Source: an optimization exercise on an open RTL-to-GDS flow (aim: small area, a short achievable clock period and few clock cycles per item). Production flows keep margins and buffers that such runs may drop. Function was checked by simulation only, so behaviour that the tests miss may differ from the original.

[flow/config.mk]
export PLATFORM = sky130hd
export DESIGN_NAME = vector_mul_simple
export DESIGN_NICKNAME = vector_mul_simple
export VERILOG_FILES = /design/flow/design.v
export SDC_FILE = /design/flow/constraint.sdc
export NUM_CORES = 4
export LEC_CHECK = 0
export CAP_MARGIN = 20
export CORE_MARGIN = 2
export CORE_UTILIZATION = 40
export SLEW_MARGIN = 20
[flow/constraint.sdc]
create_clock -name core_clock -period 8.0 [get_ports {clk_i}]
set_input_delay 1.6000 -clock core_clock [delete_from_list [all_inputs] [get_ports {clk_i}]]
set_output_delay 1.6000 -clock core_clock [all_outputs]
set_load 0.01 [all_outputs]
[flow/design.v]
module vproc_mul_block #(
        parameter bit BUF_OPS  = 1'b0,  
        parameter bit BUF_MUL  = 1'b0,  
        parameter bit BUF_RES  = 1'b0   
    )(
        input  logic        clk_i,
        input  logic        async_rst_ni,
        input  logic        sync_rst_ni,
        input  logic [16:0] op1_i,
        input  logic [16:0] op2_i,
        input  logic [15:0] acc_i,
        input  logic        acc_flag_i,  
        input  logic        acc_sub_i,   
        output logic [32:0] res_o
    );
    logic [16:0] op1_q, op2_q;
    logic [32:0] mul_q, mul_d;
    logic [32:0] res_q, res_d;
    logic unused_acc_inputs;
    assign unused_acc_inputs = ^{acc_i, acc_flag_i, acc_sub_i};
    generate
        if (BUF_OPS) begin : gen_buf_ops
            always_ff @(posedge clk_i) begin
                op1_q <= op1_i;
                op2_q <= op2_i;
            end
        end else begin : gen_no_buf_ops
            always_comb begin
                op1_q = op1_i;
                op2_q = op2_i;
            end
        end
        if (BUF_MUL) begin : gen_buf_mul
            always_ff @(posedge clk_i) begin
                mul_q     <= mul_d;
            end
        end else begin : gen_no_buf_mul
            always_comb begin
                mul_q     = mul_d;
            end
        end
        if (BUF_RES) begin : gen_buf_res
            always_ff @(posedge clk_i) begin
                res_q <= res_d;
            end
        end else begin : gen_no_buf_res
            always_comb begin
                res_q = res_d;
            end
        end
    endgenerate
    assign mul_d = $signed(op1_q) * $signed(op2_q);
    assign res_d = mul_q;  
    assign res_o = res_q;
endmodule
module vector_mul_simple (
    input  logic               clk_i,
    input  logic               rst_ni,
    input  logic               in_valid_i,
    input  logic signed [31:0] in_a_i,
    input  logic signed [31:0] in_b_i,
    output logic               out_valid_o,
    output logic signed [63:0] out_result_o
);
    logic in_valid_q1, in_valid_q2;
    always_ff @(posedge clk_i or negedge rst_ni) begin
        if (!rst_ni) begin
            in_valid_q1 <= 1'b0;
            in_valid_q2 <= 1'b0;
        end else begin
            in_valid_q1 <= in_valid_i;
            in_valid_q2 <= in_valid_q1;
        end
    end
  logic signed [16:0] a_hi, b_hi;
  logic signed [16:0] a_lo, b_lo;
  always_comb begin
    a_hi = {in_a_i[31], in_a_i[31:16]};
    b_hi = {in_b_i[31], in_b_i[31:16]};
    a_lo = {1'b0, in_a_i[15:0]};
    b_lo = {1'b0, in_b_i[15:0]};
  end
  logic signed [32:0] pp_ll;  
  logic signed [32:0] pp_hl;  
  logic signed [32:0] pp_lh;  
  logic signed [32:0] pp_hh;  
  vproc_mul_block #(
      .BUF_OPS(1'b1),
      .BUF_MUL(1'b0),
      .BUF_RES(1'b1)
  ) u_mul_ll (
      .clk_i(clk_i),
      .async_rst_ni(rst_ni),
      .sync_rst_ni(rst_ni),
      .op1_i(a_lo),
      .op2_i(b_lo),
      .acc_i('0),
      .acc_flag_i(1'b0),
      .acc_sub_i(1'b0),
      .res_o(pp_ll)
  );
  vproc_mul_block #(
      .BUF_OPS(1'b1),
      .BUF_MUL(1'b0),
      .BUF_RES(1'b1)
  ) u_mul_hl (
      .clk_i(clk_i),
      .async_rst_ni(rst_ni),
      .sync_rst_ni(rst_ni),
      .op1_i(a_hi),
      .op2_i(b_lo),
      .acc_i('0),
      .acc_flag_i(1'b0),
      .acc_sub_i(1'b0),
      .res_o(pp_hl)
  );
  vproc_mul_block #(
      .BUF_OPS(1'b1),
      .BUF_MUL(1'b0),
      .BUF_RES(1'b1)
  ) u_mul_lh (
      .clk_i(clk_i),
      .async_rst_ni(rst_ni),
      .sync_rst_ni(rst_ni),
      .op1_i(a_lo),
      .op2_i(b_hi),
      .acc_i('0),
      .acc_flag_i(1'b0),
      .acc_sub_i(1'b0),
      .res_o(pp_lh)
  );
  vproc_mul_block #(
      .BUF_OPS(1'b1),
      .BUF_MUL(1'b0),
      .BUF_RES(1'b1)
  ) u_mul_hh (
      .clk_i(clk_i),
      .async_rst_ni(rst_ni),
      .sync_rst_ni(rst_ni),
      .op1_i(a_hi),
      .op2_i(b_hi),
      .acc_i('0),
      .acc_flag_i(1'b0),
      .acc_sub_i(1'b0),
      .res_o(pp_hh)
  );
    logic signed [63:0] mult_comb;
    logic signed [63:0] pp_ll_64, pp_hl_64, pp_lh_64, pp_hh_64;
    always_comb begin
        pp_ll_64 = {{(64-33){pp_ll[32]}}, pp_ll};
        pp_hl_64 = {{(64-33){pp_hl[32]}}, pp_hl};
        pp_lh_64 = {{(64-33){pp_lh[32]}}, pp_lh};
        pp_hh_64 = {{(64-33){pp_hh[32]}}, pp_hh};
        mult_comb = pp_ll_64 + ((pp_hl_64 + pp_lh_64) <<< 16) + (pp_hh_64 <<< 32);
    end
    assign out_valid_o = in_valid_q2;
    assign out_result_o = in_valid_q2 ? mult_comb : '0;
endmodule
[flow/run.sh]
#!/bin/bash
# synth_recipe.tcl (not shown) runs the flow's synth.tcl, then flattens the netlist and writes it again
# the make line also repeats each setting of config.mk as NAME=value (left out here)
make -C /OpenROAD-flow-scripts/flow DESIGN_CONFIG=/design/flow/config.mk WORK_HOME=/design/flow/orfs CLKGATE_MAP_FILE= SYNTH_SCRIPT=/design/flow/synth_recipe.tcl finish
==> run summary <==
## critical path: stages (launching register included)
cell and delay (ns):
dfxtp_1 0.32, ha_1 0.21, inv_1 0.08, fa_1 0.40, nor2b_1 0.13, o21a_1 0.14
o21ai_1 0.10, a21oi_2 0.24, a211oi_2 0.14, o31ai_2 0.39, buf_4 0.21, a31oi_1 0.08
o21bai_1 0.16, xor2_1 0.09, ha_1 0.38, and2_1 0.19, and4_1 0.28, o211ai_1 0.20
a41oi_2 0.41, a31oi_2 0.24, o31ai_1 0.35, xnor2_1 0.10, nor2_1 0.09, clkdlybuf4s50_1 0.55
## cell families (layout without fill, tap and decap cells)
family | count (synthesis) | after routing | synth area share
AND/OR/NAND/NOR | 1454 | 1454 | 0.163
multiplexers | 4 | 4 | 0.000934
AO/OA/AOI/OAI | 523 | 523 | 0.0786
other | 0 | 1 | 0
buffers and inverters | 1239 | 1302 | 0.105
flip-flops | 196 | 196 | 0.0890
adder cells (fa/ha/maj) | 1356 | 1356 | 0.528
XOR/XNOR | 181 | 181 | 0.0359
## routing by layer
metal	up-vias	track usage	wire (µm)
met5	-	0	0
met4	0	0.0551	2530
met3	122	0.0460	8480
met2	863	0.347	53600
met1	16500	0.314	55700
li1	15200	-	-
## sequential cells by signal, indices dropped and copies added (netlist names)
name / count
in_valid_q1: 1
u_mul_hl.res_q: 33
in_valid_q2: 1
u_mul_hh.res_q: 32
u_mul_lh.op1_q: 16
u_mul_ll.res_q: 32
u_mul_hl.op2_q: 16
u_mul_lh.op2_q: 16
u_mul_lh.res_q: 33
u_mul_hl.op1_q: 16
## layout by cell type (no fill, tap or decap), drive strengths merged, types with 12 or more instances in the layout
| cell | n |
|---|---|
| a21o | 90 |
| nor3 | 29 |
| o21ai | 96 |
| o21a | 30 |
| xnor2 | 119 |
| and3 | 13 |
| clkdlybuf4s50 | 130 |
| o211ai | 18 |
| nand4 | 18 |
| a31oi | 16 |
| clkbuf | 19 |
| nand2 | 579 |
| fa | 846 |
| nor2 | 165 |
| and2 | 517 |
| o31ai | 14 |
| a21oi | 152 |
| nand2b | 43 |
| ha | 510 |
| buf | 125 |
| nand3 | 39 |
| inv | 1019 |
| a211oi | 19 |
| or3 | 12 |
| xor2 | 62 |
| o21bai | 22 |
| nor2b | 15 |
| dfxtp | 194 |
## area by class of cell
type                            count  share of cell area
Multi-Input combinational cell   3518               0.740
Sequential cell                   196              0.0817
Inverter                         1014              0.0789
Timing Repair Buffer              256              0.0475
Tap cell                         1476              0.0383
Clock buffer                       19             0.00919
Clock inverter                     13             0.00381
Antenna cell                        1           0.0000519
## how the worst max path moves through the flow
stage | from | slack, ns | to
after floorplan | u_mul_hl.res_q[1] | 1.27 | out_result_o[63]
after global placement | u_mul_hl.res_q[1] | 0.38 | out_result_o[63]
after global routing | u_mul_lh.res_q[0] | 0.02 | out_result_o[61]
after detailed placement | u_mul_hl.res_q[1] | 0.36 | out_result_o[63]
after CTS | u_mul_hl.res_q[0] | 0.01 | out_result_o[63]
final | u_mul_hl.res_q[0] | 0.37 | out_result_o[61]
## timing repair
item,4_1_cts,5_1_grt
setup endpoints to repair,6,12
pin swaps,0,8
buffers inserted,0,7
hold buffers,0,0
gates resized for setup,6,11
==> metrics.md <==
| Metric | Value |
|---|---|
| Worst reg2reg path endpoint | u_mul_hh.res_q[30] |
| Flops & latches, synth | 196 |
| Actual slew at the worst max-slew pin | 1.03 ns |
| Dominant synthesized flop cell | dfxtp_1 |
| Yosys top cell area share | 0.383 |
| Initial antenna violation count | 6 |
| Syn_nets | roughly 6400 |
| Setup crit end kind | primary output |
| Share of cells above drive strength 1 | 0.0391 |
| WHS Path Cells | 0 |
| ANT nets after route | 0 |
| Clock sink count | 196 |
| Register Area | 3940 µm² |
| Clk_skew | roughly 0.028 ns |
| Critical Path RT | approximately 6.4 ns |
| Reg2Reg Launch Point | u_mul_lh.op2_q[1] |
| Die Wd | between 300 and 400 µm |
| Synth cell types | 75 |
| Gpl congestion | around 0.9 |
| Synth area leaders | fa_1, ha_1, dfxtp_1 |
| PortBufs | ~130 |
| Multi-input gate area | 35700 µm² |
| Setup TNS | 0 ns |
| Final critical-path share of the clock period | 0.954 |
| Hold endpoint | in_valid_q2 |
| Post-DP HPWL | roughly 99000 µm |
| Final-report hold violation count | 0 |
| Critical Path Start Type | register |
| Initial Utilization | 0.405 |
| Critical path type | register to primary output |
| Layout Cells excl Fill | around 6500 |
| Via density | 5.04 |
| Post-synth ARST share | 0.0102 |
| Hold Path Class | register to register |
| Seq/Total Area, Yosys | 0.0890 |
| Most used standard cell by instance count after synthesis | inv_1 |
| Clock Path Buffers | 2 |
| Avg WL per Cell | 18.5 µm |
| DR pass1 iterations | 7 |
| Critical-path maximum fanout | 5 |
| Dpl cell area | 47400 µm² |
| R2r worst-path depth | 19 |
| Global route total overflow | 0 |
| Total global-route track usage | 0.222 |
| H-tree levels | 4 |
| Post-synthesis instance area | roughly 44000 µm² |
| CTS tree | yes |
| Cells after Synth | between 4000 and 5000 |
| Nets | 6426 |
| Placed cells | 6453 |
| WP data arrival | 6.03 ns |
| Die outline area | 113000 µm² |
| CORE AREA | about 110000 µm² |
| Final instance area | 48200 µm² |
| Layout Area Growth over Synthesis | 9.13% |
| Pre-CTS setup slack | between 0.3 and 0.4 ns |
| Avg Synthesized Cell Area | 8.92 µm² |
| Final wirelength | between 100000 and 150000 µm |
| Residual DRC | 0 |
| Clock slew at reported path FFs | 0.08 ns |
| Skew-Pair Late Insertion Delay | approximately 0.54 ns |
| Vias in the first global route | 34500 |
| Rows | 121 |
| Status | no timing/DRC/antenna violations |
| First-pass GRT wire length | approximately 190000 µm |
| Final setup vio count | 0 |
| Via count | approximately 33000 |
| Largest net degree at the start of global routing | 44 |
| HP Start | in_valid_q1 |
| Post-route setup slack | 0.371 ns |
| Max frequency | roughly 130 MHz |
| Final min period | between 7 and 8 ns |
| Core Util, Final | 0.442 |
| Slew margin rel. | 0.312 |
| # IOs | between 100 and 150 |
| Initial DRC count | 1963 |
| Hold Worst Slack | ~0.35 ns |
| Filler cells | around 11000 |
| Max-slew violation count | 0 |
| CTS buffer count | 17 |
| Unrepaired setup endpoints after global routing | false |
| Root Buffer | clkbuf_16 |
| Die span in y | 336 µm |
| YS warnings | 2 |
| Synth cell count leaders | inv_1, fa_1, nand2_1, and2_1, ha_1 |
| Max Cap Viol | 0 |
| EDFF count, synth | 0 |
| Synth area leader | fa_1 |
Testbench counts, summed over its fixed seeds: cycles 16,008, items 16,000.

-- what the ideal ports hide --
No port has a modelled driver above. Below, the same layout with a new extraction and two added sets of constraints. Step 1: set_driving_cell puts a clkbuf_16 on clk_i and a buf_2 on each other input, an assumption about the parent block. Step 2 also shifts input and output timing later by t, the mid clock arrival at the registers, as if the neighbouring blocks saw the same clock. Slacks: ideal ports / drivers / drivers and shift; pairs: ideal ports / drivers.
t, ns: 0.602
setup WS [ns]: 0.371 / 0.300 / 0.717
hold slack, ns: 0.353 / 0.353 / 0.353
worst data-port slew with drivers (ns): 0.08
After both steps setup and hold are still met in this run. For this run, drivers alone change the setup slack by -0.071 ns; drivers and shift together by +0.346 ns.
